Source: an optimization exercise on an open RTL-to-GDS flow (aim: small area and a short achievable clock period). Production flows keep margins and buffers that such runs may drop.
For this run, only the layout was checked, not whether the RTL still works.
The clock port is modelled as an ideal driver; clocking choices that lean on that would not hold on a real chip.

==> design.v <==
module prng (
    input logic [31:0] seed,
    output logic [31:0] rand_num,
    input logic clk,
    input logic rst
);
    logic [31:0] state;
    wire [30:0] x = state[30:0];
    wire [30:0] xn = ~state[30:0];
    wire [30:0] nxt;
    wire s0; wire c0;
    assign s0 = 1'b1 ^ x[2] ^ xn[0];
    assign c0 = (1'b1 & x[2]) | (1'b1 & xn[0]) | (x[2] & xn[0]);
    wire s1; wire c1;
    assign s1 = 1'b1 ^ x[3] ^ xn[1];
    assign c1 = (1'b1 & x[3]) | (1'b1 & xn[1]) | (x[3] & xn[1]);
    wire s2; wire c2;
    fa u2 (.a(x[4]), .b(xn[2]), .c(xn[0]), .s(s2), .co(c2));
    wire s3; wire c3;
    fa u3 (.a(x[5]), .b(xn[3]), .c(xn[1]), .s(s3), .co(c3));
    wire s4; wire c4;
    assign s4 = 1'b0 ^ x[4] ^ x[2];
    assign c4 = (1'b0 & x[4]) | (1'b0 & x[2]) | (x[4] & x[2]);
    wire s5; wire c5;
    fa u5 (.a(x[6]), .b(c3), .c(~s4), .s(s5), .co(c5));
    wire s6; wire c6;
    fa u6 (.a(x[7]), .b(xn[5]), .c(xn[3]), .s(s6), .co(c6));
    wire s7; wire c7;
    fa u7 (.a(x[0]), .b(~c4), .c(s6), .s(s7), .co(c7));
    wire s8; wire c8;
    fa u8 (.a(x[8]), .b(xn[6]), .c(xn[4]), .s(s8), .co(c8));
    wire s9; wire c9;
    fa u9 (.a(x[1]), .b(c6), .c(s8), .s(s9), .co(c9));
    wire s10; wire c10;
    assign s10 = 1'b1 ^ x[9] ^ x[2];
    assign c10 = (1'b1 & x[9]) | (1'b1 & x[2]) | (x[9] & x[2]);
    wire s11; wire c11;
    fa u11 (.a(xn[7]), .b(xn[5]), .c(xn[0]), .s(s11), .co(c11));
    wire s12; wire c12;
    fa u12 (.a(c8), .b(s10), .c(s11), .s(s12), .co(c12));
    wire s13; wire c13;
    fa u13 (.a(xn[8]), .b(xn[6]), .c(xn[1]), .s(s13), .co(c13));
    wire s14; wire c14;
    fa u14 (.a(x[10]), .b(x[3]), .c(c10), .s(s14), .co(c14));
    wire s15; wire c15;
    fa u15 (.a(c11), .b(s13), .c(c12), .s(s15), .co(c15));
    wire s16; wire c16;
    fa u16 (.a(xn[9]), .b(xn[7]), .c(xn[2]), .s(s16), .co(c16));
    wire s17; wire c17;
    fa u17 (.a(x[11]), .b(x[4]), .c(c13), .s(s17), .co(c17));
    wire s18; wire c18;
    fa u18 (.a(s16), .b(c14), .c(s17), .s(s18), .co(c18));
    wire s19; wire c19;
    assign s19 = 1'b1 ^ x[12] ^ x[5];
    assign c19 = (1'b1 & x[12]) | (1'b1 & x[5]) | (x[12] & x[5]);
    wire s20; wire c20;
    fa u20 (.a(xn[10]), .b(xn[8]), .c(xn[3]), .s(s20), .co(c20));
    wire s21; wire c21;
    fa u21 (.a(x[0]), .b(c16), .c(s19), .s(s21), .co(c21));
    wire s22; wire c22;
    fa u22 (.a(s20), .b(c17), .c(s21), .s(s22), .co(c22));
    wire s23; wire c23;
    assign s23 = 1'b1 ^ x[13] ^ x[6];
    assign c23 = (1'b1 & x[13]) | (1'b1 & x[6]) | (x[13] & x[6]);
    wire s24; wire c24;
    fa u24 (.a(xn[11]), .b(xn[9]), .c(xn[4]), .s(s24), .co(c24));
    wire s25; wire c25;
    fa u25 (.a(x[1]), .b(c19), .c(c20), .s(s25), .co(c25));
    wire s26; wire c26;
    fa u26 (.a(s23), .b(s24), .c(c21), .s(s26), .co(c26));
    wire s27; wire c27;
    fa u27 (.a(s25), .b(c22), .c(s26), .s(s27), .co(c27));
    wire s28; wire c28;
    fa u28 (.a(x[14]), .b(x[7]), .c(x[2]), .s(s28), .co(c28));
    wire s29; wire c29;
    fa u29 (.a(xn[12]), .b(xn[10]), .c(xn[5]), .s(s29), .co(c29));
    wire s30; wire c30;
    fa u30 (.a(x[0]), .b(c23), .c(c24), .s(s30), .co(c30));
    wire s31; wire c31;
    fa u31 (.a(s28), .b(s29), .c(c25), .s(s31), .co(c31));
    wire s32; wire c32;
    fa u32 (.a(s30), .b(c26), .c(s31), .s(s32), .co(c32));
    wire s33; wire c33;
    fa u33 (.a(x[15]), .b(x[8]), .c(x[3]), .s(s33), .co(c33));
    wire s34; wire c34;
    fa u34 (.a(xn[13]), .b(xn[11]), .c(xn[6]), .s(s34), .co(c34));
    wire s35; wire c35;
    fa u35 (.a(x[1]), .b(c28), .c(c29), .s(s35), .co(c35));
    wire s36; wire c36;
    fa u36 (.a(s33), .b(s34), .c(c30), .s(s36), .co(c36));
    wire s37; wire c37;
    fa u37 (.a(s35), .b(c31), .c(s36), .s(s37), .co(c37));
    wire s38; wire c38;
    fa u38 (.a(xn[14]), .b(xn[12]), .c(xn[7]), .s(s38), .co(c38));
    wire s39; wire c39;
    fa u39 (.a(x[9]), .b(x[4]), .c(x[2]), .s(s39), .co(c39));
    wire s40; wire c40;
    fa u40 (.a(x[16]), .b(c33), .c(c34), .s(s40), .co(c40));
    wire s41; wire c41;
    fa u41 (.a(s38), .b(s39), .c(c35), .s(s41), .co(c41));
    wire s42; wire c42;
    fa u42 (.a(s40), .b(c36), .c(s41), .s(s42), .co(c42));
    wire s43; wire c43;
    assign s43 = 1'b0 ^ x[15] ^ x[13];
    assign c43 = (1'b0 & x[15]) | (1'b0 & x[13]) | (x[15] & x[13]);
    wire s44; wire c44;
    fa u44 (.a(x[10]), .b(x[5]), .c(x[3]), .s(s44), .co(c44));
    wire s45; wire c45;
    fa u45 (.a(xn[8]), .b(xn[0]), .c(x[17]), .s(s45), .co(c45));
    wire s46; wire c46;
    fa u46 (.a(c38), .b(c39), .c(~s43), .s(s46), .co(c46));
    wire s47; wire c47;
    fa u47 (.a(s44), .b(s45), .c(c40), .s(s47), .co(c47));
    wire s48; wire c48;
    fa u48 (.a(s46), .b(c41), .c(s47), .s(s48), .co(c48));
    wire s49; wire c49;
    fa u49 (.a(xn[14]), .b(xn[9]), .c(xn[1]), .s(s49), .co(c49));
    wire s50; wire c50;
    fa u50 (.a(x[11]), .b(x[6]), .c(x[4]), .s(s50), .co(c50));
    wire s51; wire c51;
    fa u51 (.a(xn[16]), .b(~c43), .c(c44), .s(s51), .co(c51));
    wire s52; wire c52;
    fa u52 (.a(x[18]), .b(s49), .c(s50), .s(s52), .co(c52));
    wire s53; wire c53;
    fa u53 (.a(c45), .b(c46), .c(s51), .s(s53), .co(c53));
    wire s54; wire c54;
    fa u54 (.a(s52), .b(c47), .c(s53), .s(s54), .co(c54));
    wire s55; wire c55;
    fa u55 (.a(xn[15]), .b(xn[10]), .c(xn[2]), .s(s55), .co(c55));
    wire s56; wire c56;
    fa u56 (.a(x[12]), .b(x[7]), .c(x[5]), .s(s56), .co(c56));
    wire s57; wire c57;
    fa u57 (.a(x[0]), .b(xn[17]), .c(x[19]), .s(s57), .co(c57));
    wire s58; wire c58;
    fa u58 (.a(c49), .b(c50), .c(s55), .s(s58), .co(c58));
    wire s59; wire c59;
    fa u59 (.a(s56), .b(s57), .c(c51), .s(s59), .co(c59));
    wire s60; wire c60;
    fa u60 (.a(c52), .b(s58), .c(c53), .s(s60), .co(c60));
    wire s61; wire c61;
    fa u61 (.a(s59), .b(c54), .c(s60), .s(s61), .co(c61));
    wire s62; wire c62;
    fa u62 (.a(x[13]), .b(x[8]), .c(x[6]), .s(s62), .co(c62));
    wire s63; wire c63;
    fa u63 (.a(xn[11]), .b(xn[3]), .c(x[1]), .s(s63), .co(c63));
    wire s64; wire c64;
    fa u64 (.a(xn[16]), .b(xn[18]), .c(x[20]), .s(s64), .co(c64));
    wire s65; wire c65;
    fa u65 (.a(c55), .b(c56), .c(s62), .s(s65), .co(c65));
    wire s66; wire c66;
    fa u66 (.a(s63), .b(c57), .c(s64), .s(s66), .co(c66));
    wire s67; wire c67;
    fa u67 (.a(c58), .b(s65), .c(c59), .s(s67), .co(c67));
    wire s68; wire c68;
    fa u68 (.a(s66), .b(s67), .c(c60), .s(s68), .co(c68));
    wire s69; wire c69;
    fa u69 (.a(x[14]), .b(x[9]), .c(x[7]), .s(s69), .co(c69));
    wire s70; wire c70;
    fa u70 (.a(xn[12]), .b(xn[4]), .c(x[2]), .s(s70), .co(c70));
    wire s71; wire c71;
    fa u71 (.a(xn[17]), .b(xn[19]), .c(c62), .s(s71), .co(c71));
    wire s72; wire c72;
    fa u72 (.a(c63), .b(x[21]), .c(s69), .s(s72), .co(c72));
    wire s73; wire c73;
    fa u73 (.a(s70), .b(c64), .c(c65), .s(s73), .co(c73));
    wire s74; wire c74;
    fa u74 (.a(s71), .b(s72), .c(c66), .s(s74), .co(c74));
    wire s75; wire c75;
    fa u75 (.a(s73), .b(c67), .c(s74), .s(s75), .co(c75));
    wire s76; wire c76;
    assign s76 = 1'b1 ^ x[15] ^ x[10];
    assign c76 = (1'b1 & x[15]) | (1'b1 & x[10]) | (x[15] & x[10]);
    wire s77; wire c77;
    fa u77 (.a(xn[13]), .b(xn[5]), .c(xn[0]), .s(s77), .co(c77));
    wire s78; wire c78;
    fa u78 (.a(x[8]), .b(x[3]), .c(xn[18]), .s(s78), .co(c78));
    wire s79; wire c79;
    fa u79 (.a(xn[20]), .b(c69), .c(c70), .s(s79), .co(c79));
    wire s80; wire c80;
    fa u80 (.a(s76), .b(s77), .c(x[22]), .s(s80), .co(c80));
    wire s81; wire c81;
    fa u81 (.a(s78), .b(c71), .c(c72), .s(s81), .co(c81));
    wire s82; wire c82;
    fa u82 (.a(s79), .b(s80), .c(c73), .s(s82), .co(c82));
    wire s83; wire c83;
    fa u83 (.a(s81), .b(c74), .c(s82), .s(s83), .co(c83));
    wire s84; wire c84;
    fa u84 (.a(xn[14]), .b(xn[6]), .c(xn[1]), .s(s84), .co(c84));
    wire s85; wire c85;
    fa u85 (.a(x[11]), .b(x[9]), .c(x[4]), .s(s85), .co(c85));
    wire s86; wire c86;
    fa u86 (.a(x[16]), .b(c76), .c(c77), .s(s86), .co(c86));
    wire s87; wire c87;
    fa u87 (.a(xn[19]), .b(xn[21]), .c(s84), .s(s87), .co(c87));
    wire s88; wire c88;
    fa u88 (.a(s85), .b(x[23]), .c(c78), .s(s88), .co(c88));
    wire s89; wire c89;
    fa u89 (.a(c79), .b(s86), .c(c80), .s(s89), .co(c89));
    wire s90; wire c90;
    fa u90 (.a(s87), .b(s88), .c(c81), .s(s90), .co(c90));
    wire s91; wire c91;
    fa u91 (.a(s89), .b(c82), .c(s90), .s(s91), .co(c91));
    wire s92; wire c92;
    fa u92 (.a(xn[15]), .b(xn[7]), .c(xn[2]), .s(s92), .co(c92));
    wire s93; wire c93;
    fa u93 (.a(x[12]), .b(x[10]), .c(x[5]), .s(s93), .co(c93));
    wire s94; wire c94;
    fa u94 (.a(x[17]), .b(c84), .c(c85), .s(s94), .co(c94));
    wire s95; wire c95;
    fa u95 (.a(xn[20]), .b(s92), .c(s93), .s(s95), .co(c95));
    wire s96; wire c96;
    fa u96 (.a(xn[22]), .b(x[24]), .c(c86), .s(s96), .co(c96));
    wire s97; wire c97;
    fa u97 (.a(c87), .b(s94), .c(s95), .s(s97), .co(c97));
    wire s98; wire c98;
    fa u98 (.a(c88), .b(s96), .c(c89), .s(s98), .co(c98));
    wire s99; wire c99;
    fa u99 (.a(s97), .b(c90), .c(s98), .s(s99), .co(c99));
    wire s100; wire c100;
    fa u100 (.a(x[13]), .b(x[11]), .c(x[6]), .s(s100), .co(c100));
    wire s101; wire c101;
    fa u101 (.a(xn[8]), .b(xn[3]), .c(x[0]), .s(s101), .co(c101));
    wire s102; wire c102;
    fa u102 (.a(xn[16]), .b(c92), .c(c93), .s(s102), .co(c102));
    wire s103; wire c103;
    fa u103 (.a(x[18]), .b(s100), .c(s101), .s(s103), .co(c103));
    wire s104; wire c104;
    fa u104 (.a(xn[21]), .b(xn[23]), .c(x[25]), .s(s104), .co(c104));
    wire s105; wire c105;
    fa u105 (.a(c94), .b(c95), .c(s102), .s(s105), .co(c105));
    wire s106; wire c106;
    fa u106 (.a(s103), .b(c96), .c(s104), .s(s106), .co(c106));
    wire s107; wire c107;
    fa u107 (.a(c97), .b(s105), .c(s106), .s(s107), .co(c107));
    wire s108; wire c108;
    fa u108 (.a(c98), .b(s107), .c(c99), .s(s108), .co(c108));
    wire s109; wire c109;
    fa u109 (.a(x[14]), .b(x[12]), .c(x[7]), .s(s109), .co(c109));
    wire s110; wire c110;
    fa u110 (.a(xn[9]), .b(xn[4]), .c(x[1]), .s(s110), .co(c110));
    wire s111; wire c111;
    fa u111 (.a(xn[17]), .b(c100), .c(c101), .s(s111), .co(c111));
    wire s112; wire c112;
    fa u112 (.a(x[19]), .b(s109), .c(s110), .s(s112), .co(c112));
    wire s113; wire c113;
    fa u113 (.a(xn[22]), .b(xn[24]), .c(c102), .s(s113), .co(c113));
    wire s114; wire c114;
    fa u114 (.a(x[26]), .b(c103), .c(s111), .s(s114), .co(c114));
    wire s115; wire c115;
    fa u115 (.a(s112), .b(c104), .c(c105), .s(s115), .co(c115));
    wire s116; wire c116;
    fa u116 (.a(s113), .b(s114), .c(c106), .s(s116), .co(c116));
    wire s117; wire c117;
    fa u117 (.a(s115), .b(c107), .c(s116), .s(s117), .co(c117));
    wire s118; wire c118;
    fa u118 (.a(x[15]), .b(x[13]), .c(x[8]), .s(s118), .co(c118));
    wire s119; wire c119;
    fa u119 (.a(xn[10]), .b(xn[5]), .c(x[2]), .s(s119), .co(c119));
    wire s120; wire c120;
    fa u120 (.a(xn[18]), .b(c109), .c(c110), .s(s120), .co(c120));
    wire s121; wire c121;
    fa u121 (.a(x[20]), .b(s118), .c(s119), .s(s121), .co(c121));
    wire s122; wire c122;
    fa u122 (.a(xn[23]), .b(xn[25]), .c(c111), .s(s122), .co(c122));
    wire s123; wire c123;
    fa u123 (.a(c112), .b(s120), .c(x[27]), .s(s123), .co(c123));
    wire s124; wire c124;
    fa u124 (.a(s121), .b(c113), .c(c114), .s(s124), .co(c124));
    wire s125; wire c125;
    fa u125 (.a(s122), .b(s123), .c(c115), .s(s125), .co(c125));
    wire s126; wire c126;
    fa u126 (.a(s124), .b(c116), .c(s125), .s(s126), .co(c126));
    wire s127; wire c127;
    fa u127 (.a(x[14]), .b(x[9]), .c(x[3]), .s(s127), .co(c127));
    wire s128; wire c128;
    fa u128 (.a(xn[11]), .b(xn[6]), .c(x[16]), .s(s128), .co(c128));
    wire s129; wire c129;
    fa u129 (.a(xn[19]), .b(c118), .c(c119), .s(s129), .co(c129));
    wire s130; wire c130;
    fa u130 (.a(x[21]), .b(s127), .c(s128), .s(s130), .co(c130));
    wire s131; wire c131;
    fa u131 (.a(xn[24]), .b(c120), .c(xn[26]), .s(s131), .co(c131));
    wire s132; wire c132;
    fa u132 (.a(c121), .b(s129), .c(x[28]), .s(s132), .co(c132));
    wire s133; wire c133;
    fa u133 (.a(s130), .b(c122), .c(s131), .s(s133), .co(c133));
    wire s134; wire c134;
    fa u134 (.a(c123), .b(s132), .c(c124), .s(s134), .co(c134));
    wire s135; wire c135;
    fa u135 (.a(s133), .b(c125), .c(s134), .s(s135), .co(c135));
    wire s136; wire c136;
    fa u136 (.a(x[15]), .b(x[10]), .c(x[4]), .s(s136), .co(c136));
    wire s137; wire c137;
    fa u137 (.a(xn[12]), .b(xn[7]), .c(x[17]), .s(s137), .co(c137));
    wire s138; wire c138;
    fa u138 (.a(xn[20]), .b(c127), .c(s136), .s(s138), .co(c138));
    wire s139; wire c139;
    fa u139 (.a(c128), .b(x[22]), .c(s137), .s(s139), .co(c139));
    wire s140; wire c140;
    fa u140 (.a(xn[25]), .b(c129), .c(xn[27]), .s(s140), .co(c140));
    wire s141; wire c141;
    fa u141 (.a(s138), .b(c130), .c(x[29]), .s(s141), .co(c141));
    wire s142; wire c142;
    fa u142 (.a(s139), .b(c131), .c(s140), .s(s142), .co(c142));
    wire s143; wire c143;
    fa u143 (.a(c132), .b(s141), .c(c133), .s(s143), .co(c143));
    wire s144; wire c144;
    fa u144 (.a(s142), .b(c134), .c(s143), .s(s144), .co(c144));
    wire s145;
    assign s145 = x[11] ^ x[5] ^ x[0];
    wire s146;
    assign s146 = xn[13] ^ xn[8] ^ x[16];
    wire s147;
    assign s147 = x[18] ^ c136 ^ xn[21];
    wire s148;
    assign s148 = s145 ^ s146 ^ c137;
    wire s149;
    assign s149 = x[23] ^ xn[26] ^ c138;
    wire s150;
    assign s150 = s147 ^ xn[28] ^ c139;
    wire s151;
    assign s151 = s148 ^ x[30] ^ c140;
    wire s152;
    assign s152 = s149 ^ c141 ^ s150;
    wire s153;
    assign s153 = c142 ^ s151 ^ s152;
    wire s154;
    assign s154 = c143 ^ s153 ^ c144;
    wire [30:0] ra, rb;
    assign ra[0] = x[0];
    assign rb[0] = 1'b1;
    assign ra[1] = x[1];
    assign rb[1] = 1'b0;
    assign ra[2] = s0;
    assign rb[2] = 1'b0;
    assign ra[3] = c0;
    assign rb[3] = s1;
    assign ra[4] = c1;
    assign rb[4] = s2;
    assign ra[5] = c2;
    assign rb[5] = s3;
    assign ra[6] = s5;
    assign rb[6] = 1'b0;
    assign ra[7] = c5;
    assign rb[7] = s7;
    assign ra[8] = c7;
    assign rb[8] = s9;
    assign ra[9] = c9;
    assign rb[9] = s12;
    assign ra[10] = s14;
    assign rb[10] = s15;
    assign ra[11] = c15;
    assign rb[11] = s18;
    assign ra[12] = c18;
    assign rb[12] = s22;
    assign ra[13] = s27;
    assign rb[13] = 1'b0;
    assign ra[14] = c27;
    assign rb[14] = s32;
    assign ra[15] = c32;
    assign rb[15] = s37;
    assign ra[16] = c37;
    assign rb[16] = s42;
    assign ra[17] = c42;
    assign rb[17] = s48;
    assign ra[18] = c48;
    assign rb[18] = s54;
    assign ra[19] = s61;
    assign rb[19] = 1'b0;
    assign ra[20] = c61;
    assign rb[20] = s68;
    assign ra[21] = c68;
    assign rb[21] = s75;
    assign ra[22] = c75;
    assign rb[22] = s83;
    assign ra[23] = c83;
    assign rb[23] = s91;
    assign ra[24] = c91;
    assign rb[24] = s99;
    assign ra[25] = s108;
    assign rb[25] = 1'b0;
    assign ra[26] = c108;
    assign rb[26] = s117;
    assign ra[27] = c117;
    assign rb[27] = s126;
    assign ra[28] = c126;
    assign rb[28] = s135;
    assign ra[29] = c135;
    assign rb[29] = s144;
    assign ra[30] = s154;
    assign rb[30] = 1'b0;
    wire [30:0] g0 = ra & rb;
    wire [30:0] p0 = ra ^ rb;
    wire gg1 = g0[1] | (p0[1] & g0[0]);
    wire gg2 = g0[2] | (p0[2] & gg1);
    wire gg3 = g0[3] | (p0[3] & g0[2]);
    wire pp3 = p0[3] & p0[2];
    wire gg4 = gg3 | (pp3 & gg1);
    wire gg5 = g0[4] | (p0[4] & g0[3]);
    wire pp5 = p0[4] & p0[3];
    wire gg6 = gg5 | (pp5 & gg2);
    wire gg7 = g0[5] | (p0[5] & g0[4]);
    wire pp7 = p0[5] & p0[4];
    wire gg8 = gg7 | (pp7 & g0[3]);
    wire pp8 = pp7 & p0[3];
    wire gg9 = gg8 | (pp8 & gg2);
    wire gg10 = g0[6] | (p0[6] & gg9);
    wire gg11 = g0[7] | (p0[7] & g0[6]);
    wire pp11 = p0[7] & p0[6];
    wire gg12 = gg11 | (pp11 & gg9);
    wire gg13 = g0[8] | (p0[8] & g0[7]);
    wire pp13 = p0[8] & p0[7];
    wire gg14 = gg13 | (pp13 & gg10);
    wire gg15 = g0[9] | (p0[9] & g0[8]);
    wire pp15 = p0[9] & p0[8];
    wire gg16 = gg15 | (pp15 & gg11);
    wire pp16 = pp15 & pp11;
    wire gg17 = gg16 | (pp16 & gg9);
    wire gg18 = g0[10] | (p0[10] & gg15);
    wire pp18 = p0[10] & pp15;
    wire gg19 = gg18 | (pp18 & gg12);
    wire gg20 = g0[11] | (p0[11] & g0[10]);
    wire pp20 = p0[11] & p0[10];
    wire gg21 = gg20 | (pp20 & gg17);
    wire gg22 = g0[12] | (p0[12] & gg20);
    wire pp22 = p0[12] & pp20;
    wire gg23 = gg22 | (pp22 & gg17);
    wire gg24 = g0[13] | (p0[13] & gg23);
    wire gg25 = g0[14] | (p0[14] & g0[13]);
    wire pp25 = p0[14] & p0[13];
    wire gg26 = gg25 | (pp25 & gg23);
    wire gg27 = g0[15] | (p0[15] & g0[14]);
    wire pp27 = p0[15] & p0[14];
    wire gg28 = gg27 | (pp27 & g0[13]);
    wire pp28 = pp27 & p0[13];
    wire gg29 = gg28 | (pp28 & gg23);
    wire gg30 = g0[16] | (p0[16] & g0[15]);
    wire pp30 = p0[16] & p0[15];
    wire gg31 = gg30 | (pp30 & g0[14]);
    wire pp31 = pp30 & p0[14];
    wire gg32 = gg31 | (pp31 & gg24);
    wire gg33 = g0[17] | (p0[17] & g0[16]);
    wire pp33 = p0[17] & p0[16];
    wire gg34 = gg33 | (pp33 & gg27);
    wire pp34 = pp33 & pp27;
    wire gg35 = gg34 | (pp34 & gg24);
    wire gg36 = g0[18] | (p0[18] & g0[17]);
    wire pp36 = p0[18] & p0[17];
    wire gg37 = gg36 | (pp36 & gg30);
    wire pp37 = pp36 & pp30;
    wire gg38 = gg37 | (pp37 & gg26);
    wire gg39 = g0[18] | (p0[18] & gg33);
    wire pp39 = p0[18] & pp33;
    wire gg40 = g0[19] | (p0[19] & gg39);
    wire pp40 = p0[19] & pp39;
    wire gg41 = gg40 | (pp40 & gg29);
    wire gg42 = g0[20] | (p0[20] & g0[19]);
    wire pp42 = p0[20] & p0[19];
    wire gg43 = gg42 | (pp42 & gg38);
    wire gg44 = g0[21] | (p0[21] & g0[20]);
    wire pp44 = p0[21] & p0[20];
    wire gg45 = gg44 | (pp44 & g0[19]);
    wire pp45 = pp44 & p0[19];
    wire gg46 = gg45 | (pp45 & gg38);
    wire gg47 = g0[22] | (p0[22] & g0[21]);
    wire pp47 = p0[22] & p0[21];
    wire gg48 = gg47 | (pp47 & gg42);
    wire pp48 = pp47 & pp42;
    wire gg49 = gg48 | (pp48 & gg38);
    wire gg50 = g0[23] | (p0[23] & g0[22]);
    wire pp50 = p0[23] & p0[22];
    wire gg51 = gg50 | (pp50 & gg44);
    wire pp51 = pp50 & pp44;
    wire gg52 = gg51 | (pp51 & gg41);
    wire gg53 = g0[24] | (p0[24] & g0[23]);
    wire pp53 = p0[24] & p0[23];
    wire gg54 = gg53 | (pp53 & gg47);
    wire pp54 = pp53 & pp47;
    wire gg55 = gg54 | (pp54 & gg43);
    wire gg56 = g0[24] | (p0[24] & gg50);
    wire pp56 = p0[24] & pp50;
    wire gg57 = g0[25] | (p0[25] & gg56);
    wire pp57 = p0[25] & pp56;
    wire gg58 = gg57 | (pp57 & gg46);
    wire gg59 = g0[26] | (p0[26] & g0[25]);
    wire pp59 = p0[26] & p0[25];
    wire gg60 = gg59 | (pp59 & gg55);
    wire gg61 = g0[27] | (p0[27] & g0[26]);
    wire pp61 = p0[27] & p0[26];
    wire gg62 = gg61 | (pp61 & g0[25]);
    wire pp62 = pp61 & p0[25];
    wire gg63 = gg62 | (pp62 & gg55);
    wire gg64 = g0[28] | (p0[28] & g0[27]);
    wire pp64 = p0[28] & p0[27];
    wire gg65 = gg64 | (pp64 & gg59);
    wire pp65 = pp64 & pp59;
    wire gg66 = gg65 | (pp65 & gg55);
    wire gg67 = g0[29] | (p0[29] & g0[28]);
    wire pp67 = p0[29] & p0[28];
    wire gg68 = gg67 | (pp67 & gg61);
    wire pp68 = pp67 & pp61;
    wire gg69 = gg68 | (pp68 & gg58);
    wire gg70 = g0[29] | (p0[29] & gg64);
    wire pp70 = p0[29] & pp64;
    wire gg71 = g0[30] | (p0[30] & gg70);
    wire pp71 = p0[30] & pp70;
    wire gg72 = gg71 | (pp71 & gg60);
    assign nxt[0] = p0[0];
    assign nxt[1] = p0[1] ^ g0[0];
    assign nxt[2] = p0[2] ^ gg1;
    assign nxt[3] = p0[3] ^ gg2;
    assign nxt[4] = p0[4] ^ gg4;
    assign nxt[5] = p0[5] ^ gg6;
    assign nxt[6] = p0[6] ^ gg9;
    assign nxt[7] = p0[7] ^ gg10;
    assign nxt[8] = p0[8] ^ gg12;
    assign nxt[9] = p0[9] ^ gg14;
    assign nxt[10] = p0[10] ^ gg17;
    assign nxt[11] = p0[11] ^ gg19;
    assign nxt[12] = p0[12] ^ gg21;
    assign nxt[13] = p0[13] ^ gg23;
    assign nxt[14] = p0[14] ^ gg24;
    assign nxt[15] = p0[15] ^ gg26;
    assign nxt[16] = p0[16] ^ gg29;
    assign nxt[17] = p0[17] ^ gg32;
    assign nxt[18] = p0[18] ^ gg35;
    assign nxt[19] = p0[19] ^ gg38;
    assign nxt[20] = p0[20] ^ gg41;
    assign nxt[21] = p0[21] ^ gg43;
    assign nxt[22] = p0[22] ^ gg46;
    assign nxt[23] = p0[23] ^ gg49;
    assign nxt[24] = p0[24] ^ gg52;
    assign nxt[25] = p0[25] ^ gg55;
    assign nxt[26] = p0[26] ^ gg58;
    assign nxt[27] = p0[27] ^ gg60;
    assign nxt[28] = p0[28] ^ gg63;
    assign nxt[29] = p0[29] ^ gg66;
    assign nxt[30] = p0[30] ^ gg69;
    always_ff @(posedge clk) begin
        if (rst) begin
            state <= seed;
        end else begin
            state <= {1'b0, nxt};
        end
        rand_num <= state;
    end
endmodule
module fa (
    input  logic a,
    input  logic b,
    input  logic c,
    output logic s,
    output logic co
);
    assign s = a ^ b ^ c;
    assign co = (a & b) | (a & c) | (b & c);
endmodule
==> flow/run.sh <==
#!/bin/bash
# Standard layout with two changes: the smallest buffer on each port, and
# useful clock skew between registers after clock tree synthesis (skew.tcl).
# Clock tree synthesis adds no dummy loads.
export BUFFER_PORTS_ARGS="-buffer_cell sky130_fd_sc_hd__buf_1"
export POST_CTS_TCL="$PWD/flow/skew.tcl"
export SKIP_CTS_REPAIR_TIMING=1
# clock tree: no dummy loads for balancing (the skew step sets the arrivals)
export CTS_ARGS="-sink_clustering_enable -repair_clock_nets -dont_use_dummy_load -buf_list {sky130_fd_sc_hd__clkbuf_4 sky130_fd_sc_hd__clkbuf_8}"
bash standard.sh > standard.log 2>&1
==> flow/skew.py <==
#!/usr/bin/env python3
"""Plan a later clock arrival for registers (useful skew).

usage: skew.py PATHS PERIOD

PATHS holds lines "kind from to slack" as skew.tcl writes them. A delay D[r]
(>= 0) on register r's clock changes a register-to-register path s->e by
D[s] - D[e]. The plan finds the smallest period T such that:
  setup   (PERIOD - slack) + D[s] - D[e] <= T      for register pairs
  hold    slack + D[s] - D[e] >= HOLD_MARGIN
  output  (PERIOD - slack) + D[s] <= T            (the skew may only hurt)
  input   (PERIOD - slack) <= T                   (no gain from the skew)
  D[r] <= DMAX
and prints, for each register that needs a delay, a chain of delay cells.
"""
import sys

DMAX = 1.5
HOLD_MARGIN = 0.0
LEVEL_COST = 0.15
# cells and the delay each adds in front of one register's clock pin (ns)
CELLS = [
    ('sky130_fd_sc_hd__clkbuf_1', 0.09, 3.75),
    ('sky130_fd_sc_hd__dlygate4sd1_1', 0.20, 8.76),
    ('sky130_fd_sc_hd__clkdlybuf4s50_1', 0.46, 10.01),
]

path_file, period = sys.argv[1], float(sys.argv[2])
setup, hold, outp, inp, inhold = {}, {}, {}, {}, {}
regs = set()
for line in open(path_file):
    f = line.split()
    if len(f) != 4:
        continue
    kind, s, e, sl = f[0], f[1], f[2], float(f[3])
    if kind == 'max':
        setup[(s, e)] = min(setup.get((s, e), 1e9), sl)
        regs.update((s, e))
    elif kind == 'min':
        hold[(s, e)] = min(hold.get((s, e), 1e9), sl)
        regs.update((s, e))
    elif kind == 'outmax':
        outp[s] = min(outp.get(s, 1e9), sl)
        regs.add(s)
    elif kind == 'inmax':
        inp[e] = min(inp.get(e, 1e9), sl)
        regs.add(e)
    elif kind == 'inmin':
        inhold[e] = min(inhold.get(e, 1e9), sl)
        regs.add(e)
regs = sorted(regs)
idx = {r: i + 1 for i, r in enumerate(regs)}


def solve(T):
    # difference constraints x[b] >= x[a] + w as edges (a, b, w); longest path
    edges = []
    for r in regs:
        ub = DMAX
        if r in inhold:
            ub = min(ub, max(0.0, inhold[r] - HOLD_MARGIN))
        if r in outp:
            ub = min(ub, T - (period - outp[r]))
        if ub < 0:
            return None
        edges.append((0, idx[r], 0.0))
        edges.append((idx[r], 0, -ub))
    for (s, e), sl in setup.items():
        d = period - sl
        if s == e:
            if d > T:
                return None
            continue
        edges.append((idx[s], idx[e], d - T))
    for (s, e), sl in hold.items():
        if s == e:
            continue
        # D[e] - D[s] <= sl - margin
        edges.append((idx[e], idx[s], -max(0.0, sl - HOLD_MARGIN)))
    for e, sl in inp.items():
        if period - sl > T:
            return None
    n = len(regs) + 1
    x = [0.0] + [-1e18] * (n - 1)
    for it in range(n + 1):
        changed = False
        for a, b, w in edges:
            if x[a] > -1e17 and x[a] + w > x[b] + 1e-9:
                x[b] = x[a] + w
                changed = True
        if not changed:
            return {r: x[idx[r]] for r in regs}
        if x[0] > 1e-9:
            return None
    return None


t0 = max([period - sl for sl in setup.values()] + [period - sl for sl in inp.values()]
         + [period - sl for sl in outp.values()])
lo, hi = 0.0, t0
if solve(hi) is None:
    print(f'# no skew plan (T0 {t0:.3f})')
    sys.exit(0)
for _ in range(40):
    m = (lo + hi) / 2
    if solve(m) is None:
        lo = m
    else:
        hi = m
T = hi
D = solve(T)
print(f'# period without skew {t0:.3f}, with skew {T:.3f}')


CELL_D = {c[0]: c[1] for c in CELLS}


def chain(delta):
    # fewest-area chain of cells whose delay is closest to delta
    best = None
    for a in range(0, 4):
        for b in range(0, 4):
            for c in range(0, 4):
                if a + b + c == 0 or a + b + c > 4:
                    continue
                n = (a, b, c)
                d = sum(k * cell[1] for k, cell in zip(n, CELLS))
                area = sum(k * cell[2] for k, cell in zip(n, CELLS))
                cost = abs(d - delta) + 0.004 * area
                if best is None or cost < best[0]:
                    best = (cost, n)
    out = []
    for k, cell in zip(best[1], CELLS):
        out += [cell[0]] * k
    return out


# Shared delays: the registers are put on a few levels; level k is reached
# through a cascade of delay stages, each stage driving the registers of its
# level and the next stage.
need = sorted((D[r], r) for r in regs if D[r] >= 0.06)
if not need:
    sys.exit(0)
vals = [v for v, _ in need]


def levels_for(k):
    # 1-D k-means on the wanted delays
    cent = [vals[int((i + 0.5) * len(vals) / k)] for i in range(k)]
    for _ in range(50):
        groups = [[] for _ in cent]
        for v in vals:
            groups[min(range(k), key=lambda i: abs(v - cent[i]))].append(v)
        cent = [sum(g) / len(g) if g else c for g, c in zip(groups, cent)]
    err = sum(min(abs(v - c) for c in cent) for v in vals)
    return sorted(cent), err


best = None
for k in range(1, 7):
    cent, err = levels_for(k)
    cost = err + LEVEL_COST * k
    if best is None or cost < best[0]:
        best = (cost, cent)
cent = best[1]
prev = 0.0
real = 0.0
lev_of = {r: min(range(len(cent)), key=lambda i: abs(v - cent[i])) + 1 for v, r in need}
for k, c in enumerate(cent, 1):
    # each stage ends in a stronger buffer that drives its registers and the
    # next stage
    nload = sum(1 for r in lev_of if lev_of[r] == k) + (1 if k < len(cent) else 0)
    driver = ('sky130_fd_sc_hd__clkbuf_8', 0.12) if nload > 3 else ('sky130_fd_sc_hd__clkbuf_4', 0.12)
    rest = c - real - driver[1]
    cells = chain(rest) if rest > 0.05 else []
    cells.append(driver[0])
    real += sum(CELL_D.get(x, driver[1]) for x in cells)
    print('stage', k, f'{c:.3f}', ' '.join(cells))
for v, r in need:
    print('level', r, lev_of[r], f'{v:.3f}')
==> flow/skew.tcl <==
# Useful clock skew between registers, run after clock tree synthesis
# (POST_CTS_TCL). It measures the worst setup and hold slack of every
# register-to-register path, and the worst slack of every path from an input
# and to an output, then asks skew.py for a later clock arrival for each
# register that shortens the period set by the register-to-register paths.
# Paths from the inputs and to the outputs get no gain from it: an input path
# must meet that period without the skew, and an output path must meet it with
# the skew. The delays are made by clock buffers put in front of the
# registers' clock pins.

set skew_dir [file dirname [file normalize [info script]]]
set work_dir [file dirname $skew_dir]
set_propagated_clock [all_clocks]
estimate_parasitics -placement

set regs [all_registers -cells]
set clkpin [dict create]
set dpin [dict create]
set cellof [dict create]
foreach r $regs {
  set n [get_full_name $r]
  dict set cellof $n $r
  foreach p [get_pins -of_objects $r] {
    set pn [get_property $p lib_pin_name]
    if { $pn == "CLK" } { dict set clkpin $n $p }
    if { $pn == "D" } { dict set dpin $n $p }
  }
}

set f [open $work_dir/skew_paths.txt w]
foreach r $regs {
  set n [get_full_name $r]
  set cp [dict get $clkpin $n]
  foreach {kind pd} {max max min min} {
    set paths [find_timing_paths -from $cp -path_delay $pd \
      -group_path_count 10000 -endpoint_path_count 1 -unique_paths_to_endpoint]
    foreach p $paths {
      set ep [get_property $p endpoint]
      set epn [get_full_name $ep]
      if { [get_property $ep direction] == "output" } {
        puts $f "out$kind $n - [get_property $p slack]"
      } else {
        set einst [get_full_name [get_cells -of_objects $ep]]
        puts $f "$kind $n $einst [get_property $p slack]"
      }
    }
  }
  set dp [dict get $dpin $n]
  foreach {kind pd} {inmax max inmin min} {
    set paths [find_timing_paths -from [all_inputs] -to $dp -path_delay $pd]
    foreach p $paths {
      puts $f "$kind - $n [get_property $p slack]"
    }
  }
}
close $f

set period [get_property [lindex [all_clocks] 0] period]
exec python3 $skew_dir/skew.py $work_dir/skew_paths.txt $period > $work_dir/skew_plan.txt
puts "skew plan:"
puts [exec cat $work_dir/skew_plan.txt]

set block [ord::get_db_block]
set stages {}
set level [dict create]
foreach line [split [exec cat $work_dir/skew_plan.txt] "\n"] {
  if { [lindex $line 0] == "stage" } { lappend stages [lrange $line 3 end] }
  if { [lindex $line 0] == "level" } { dict set level [lindex $line 1] [lindex $line 2] }
}
set nbuf 0
set drv_net ""
set k 0
foreach cells $stages {
  incr k
  set pins {}
  set sx 0
  set sy 0
  set np 0
  dict for {n lv} $level {
    if { $lv >= $k } {
      lappend pins [dict get $clkpin $n]
      set loc [[sta::sta_to_db_inst [dict get $cellof $n]] getLocation]
      set sx [expr { $sx + [lindex $loc 0] }]
      set sy [expr { $sy + [lindex $loc 1] }]
      incr np
    }
  }
  if { $np == 0 } { break }
  set xy [list [ord::dbu_to_microns [expr { $sx / $np }]] [ord::dbu_to_microns [expr { $sy / $np }]]]
  foreach cell $cells {
    if { $drv_net == "" } {
      set net [get_nets -of_objects [lindex $pins end]]
      insert_buffer -buffer_cell $cell -net $net -load_pins $pins -load_pins_on_diff_nets \
        -location $xy -buffer_name skewbuf_$nbuf -net_name skewnet_$nbuf
    } else {
      insert_buffer -buffer_cell $cell -net $drv_net -load_pins $pins \
        -location $xy -buffer_name skewbuf_$nbuf -net_name skewnet_$nbuf
    }
    set drv_net [get_nets skewnet_$nbuf]
    set bnet [$block findNet skewnet_$nbuf]
    if { $bnet ne "NULL" && $bnet ne "" } { $bnet setSigType CLOCK }
    incr nbuf
  }
}
puts "skew buffers inserted: $nbuf"

detailed_placement
check_placement -verbose
estimate_parasitics -placement
report_worst_slack -max
report_worst_slack -min
==> standard.sh <==
#!/bin/bash
# synth_recipe.tcl (not shown) runs the flow's synth.tcl, then flattens the netlist and writes it again
# the make line also repeats each setting of config.mk as NAME=value (left out here)
make -C /OpenROAD-flow-scripts/flow DESIGN_CONFIG=/design/flow/config.mk WORK_HOME=/design/flow/orfs CLKGATE_MAP_FILE= SYNTH_SCRIPT=/design/flow/synth_recipe.tcl "${@:-finish}"
==> config.mk <==
export PLATFORM = sky130hd
export DESIGN_NAME = prng
export DESIGN_NICKNAME = prng
export VERILOG_FILES = /design/flow/design.v
export SDC_FILE = /design/flow/constraint.sdc
export NUM_CORES = 4
export LEC_CHECK = 0
export CAP_MARGIN = 20
export CORE_MARGIN = 2
export CORE_UTILIZATION = 50
export CTS_BUF_LIST = sky130_fd_sc_hd__clkbuf_4 sky130_fd_sc_hd__clkbuf_8
export HOLD_SLACK_MARGIN = 0.1
export SETUP_SLACK_MARGIN = 3.3
export SLEW_MARGIN = 20
export SYNTH_HIERARCHICAL = 1
==> constraint.sdc <==
create_clock -name core_clock -period 7.0 [get_ports {clk}]
set_input_delay 1.4000 -clock core_clock [delete_from_list [all_inputs] [get_ports {clk}]]
set_output_delay 1.4000 -clock core_clock [all_outputs]
set_load 0.01 [all_outputs]
==> flow_metrics.tcl <==
set metrics [dict create \
    rows 39 \
    synthesis.area_sq_um 5840 \
    postSynthRegisterBits 64 \
    detail_placement_hpwl_um 11500 \
    ioPinCount 66 \
    worst_setup_hold_path_clk_slew_ns 0.07 \
    max_clock_freq_mhz 278 \
    critical_path.startpoint_type "register" \
    type_of_the_worst_setup_path "register to register" \
    chipHeight_um 112 \
    final_global_route_overflow_total 0 \
    initial_antenna_violation_count 0 \
    timing.reg2reg.worst_path_depth 9 \
    gr-usage-met3_pct 5.83 \
    synth.most_common_cell "sky130_fd_sc_hd__fa_1" \
    setup_ws_ns 3.40 \
    worst_ep_required_time_ns 7.82 \
    worst-slew-pin-transition_ns 0.567 \
    post-synth-top-area-fraction_pct 46.9 \
    synth_edf_count 0 \
    final_period_minus_worst_setup_slack_ns 3.60 \
    synth.net_count 676 \
    timing.critical_path.to_type "register" \
    drc 0 \
    layout.nets 794 \
    route.detailed.vias_per_inst 5.17 \
    asyncSetResetFlopFracSynth_pct 0 \
    portBuffers 65 \
    wire_per_inst_um 19.9 \
    starting_density_of_the_core_pct 51.2 \
    run_status "timing/DRC/antenna clean" \
    routed_wirelength_um 14500 \
    clkSinkCount 64 \
    ff2ff_setup_slack_ns 3.40 \
    sequential_cell_area_fraction_in_the_yosys_report_pct 21.9 \
    proportion_of_layout_cells_with_a_drive_suffix_above_1_pct 22.0 \
    globalRouteTotalUtil_pct 25.0 \
    place_ws_ns 2.30 \
    die_width_um 112 \
    detailedRoute.firstIterationViolations 187 \
    post_synth_main_area_contributors "sky130_fd_sc_hd__fa_1 (47%), sky130_fd_sc_hd__dfxtp_1 (22%), sky130_fd_sc_hd__ha_1 (7.5%)" \
    grt_setup_unrepaired "yes" \
    critical_path.startpoint "state[18]$_DFF_P_" \
    drt-pass1-iter-count 4 \
    netlist_top_cells_count "sky130_fd_sc_hd__fa_1 (137), sky130_fd_sc_hd__dfxtp_1 (64), sky130_fd_sc_hd__inv_1 (53)" \
    core_region_area_sq_um 11400 \
    clock_skew_ns 1.29 \
    synth_ff_type "sky130_fd_sc_hd__dfxtp_1" \
    timing.final.crit_share_pct 51.4 \
    worst_hold_path_type "register to register" \
    top_usage_layer "met2" \
    grt_pass1_wl_um 22900 \
    maxCapViolations 0 \
    final-setup-viol-count 0 \
    postSynthCellCount 470 \
    min_path_cells 8 \
    antennaDiodeCount 0 \
    ys.warnings.count 7 \
    fin_tns_setup_ns 0 \
    cp.arrival_ns 4.42 \
    pin_count_of_the_biggest_net_entering_global_routing 57 \
    grt.met2_usage_pct 37.7 \
    postSynthAreaPerCell_sq_um 12.4 \
    layout.core_utilization_pct 61.8 \
    crit-reg2reg-capture "state[21]$_DFF_P_" \
    slew_headroom_pct 62.2 \
    synth.distinct_cells 37 \
    dieArea_sq_um 12600 \
    finalMaxSlewViolations 0 \
    gp_routability_congestion 0.898 \
    drt.antenna.violating_nets 0 \
    layout-area-overhead-vs-synth_pct 20.8 \
    tritoncts "built" \
    dr_total_vias 3769 \
    worst_hold_startpoint "state[15]$_DFF_P_" \
    first_global_vias 4095 \
    worst_hold_path.endpoint "state[30]$_DFF_P_" \
    endpoints_failing_hold 0 \
    yosys.area.top_type "sky130_fd_sc_hd__fa_1" \
    clk_latency_ns 1.63 \
    met1_routing_resource_usage_after_global_routing_pct 37.2 \
    reg2reg_from "state[18]$_DFF_P_" \
    crit_path_max_fanout 5 \
]
==> cell families (layout without fill, tap and decap cells) <==
logic type | Yosys count | in the layout | share of synthesized area (%)
fa+ha+maj | 172 | 172 | 54.4
compound gates | 70 | 70 | 7.86
flops | 64 | 64 | 21.9
mux | 7 | 7 | 1.33
xor+xnor | 43 | 43 | 6.44
buf+inv | 59 | 175 | 3.79
simple gates | 55 | 55 | 4.24
==> metal layers <==
layer  part of all wire (%)  routed length (um)
met1                     48                7020
met2                     46                6690
met3                    3.9                 572
met4                    1.7                 254
met5                      0                   0
==> critical path: stages (launching register included) <==
cell,delay [ns]
sky130_fd_sc_hd__dfxtp_4,0.42
sky130_fd_sc_hd__clkinvlp_4,0.14
sky130_fd_sc_hd__fa_1,0.48
sky130_fd_sc_hd__fa_1,0.40
sky130_fd_sc_hd__fa_1,0.51
sky130_fd_sc_hd__fa_1,0.41
sky130_fd_sc_hd__ha_1,0.33
sky130_fd_sc_hd__and2_1,0.17
sky130_fd_sc_hd__a221o_2,0.42
sky130_fd_sc_hd__o31ai_1,0.23
==> area by class of cell, clock buffers not listed <==
type | count | area (sq um)
Timing Repair Buffer | 103 | 561
Sequential cell | 64 | 1350
Inverter | 53 | 223
Tap cell | 143 | 179
Multi-Input combinational cell | 347 | 4550
Fill cell | 977 | 4360
==> through the flow <==
step,hold slack (ns),cells,instance area (sq um)
finish,0.304,729,7060
global route,0.225,729,7060
global placement,0.312,673,6530
floorplan,0.310,470,6120
detailed placement,0.314,673,6530
==> Yosys stat by module (local to each module, per instance) <==
| module | flops+latches | cell area [sq um] |
|---|---|---|
| fa | 0 | 20.0 |
| prng | 64 | 3100 |
==> worst max-delay path by stage <==
stage,endpoint,slack [ns],depth (start not counted)
global route,state[21]$_DFF_P_,3.22,11
finish,state[21]$_DFF_P_,3.40,9
detailed placement,state[30]$_DFF_P_,2.30,14
floorplan,state[30]$_DFF_P_,2.75,15
global placement,state[30]$_DFF_P_,2.33,14
==> sequential cells by signal (all words and copies together), names as in the netlist <==
| register | flops |
|---|---|
| rand_num | 32 |
| state | 32 |
==> layout by cell type (no fill, tap or decap), drive strengths merged, types with 2 or more instances in the layout <==
cell type,instances
a21oi,15
a21o,6
nand2,34
xnor2,31
nor3,2
o21ai,27
and2,4
o21bai,3
ha,35
o31ai,2
fa,137
o211ai,4
dfxtp,64
a31oi,4
mux2,6
nor2,6
nand3,6
buf,90
a21boi,2
clkbuf,19
inv,52
dlygate4sd3,12
xor2,12

-- separate check: timing with driven ports --
The results above use ideal ports. As a check the final layout listed here was re-extracted and re-timed, cells and wires unchanged.
Step 1 assumes that a clkbuf_16 drives the clock port and a buf_2 every other input.
Step 2, shift: input delay + t, output delay - t, t = (earliest + latest rising clock arrival at the registers) / 2. This alone moves slack from input paths to output paths.
Three values: ideal ports, drivers, drivers and shift; two values: the first two.
t, ns: 1.020
slack for setup (ns): 3.400 / 3.400 / 3.400
latest minus earliest clock arrival (ns): 1.300 / 1.300
slew at the worst register clock pin (ns): 0.09 / 0.09
Clock arrivals are far apart in this run, so t is only a midpoint there and step 2 fits no single register. For this run, drivers alone change the setup slack by 0.000 ns; drivers and shift together by 0.000 ns.
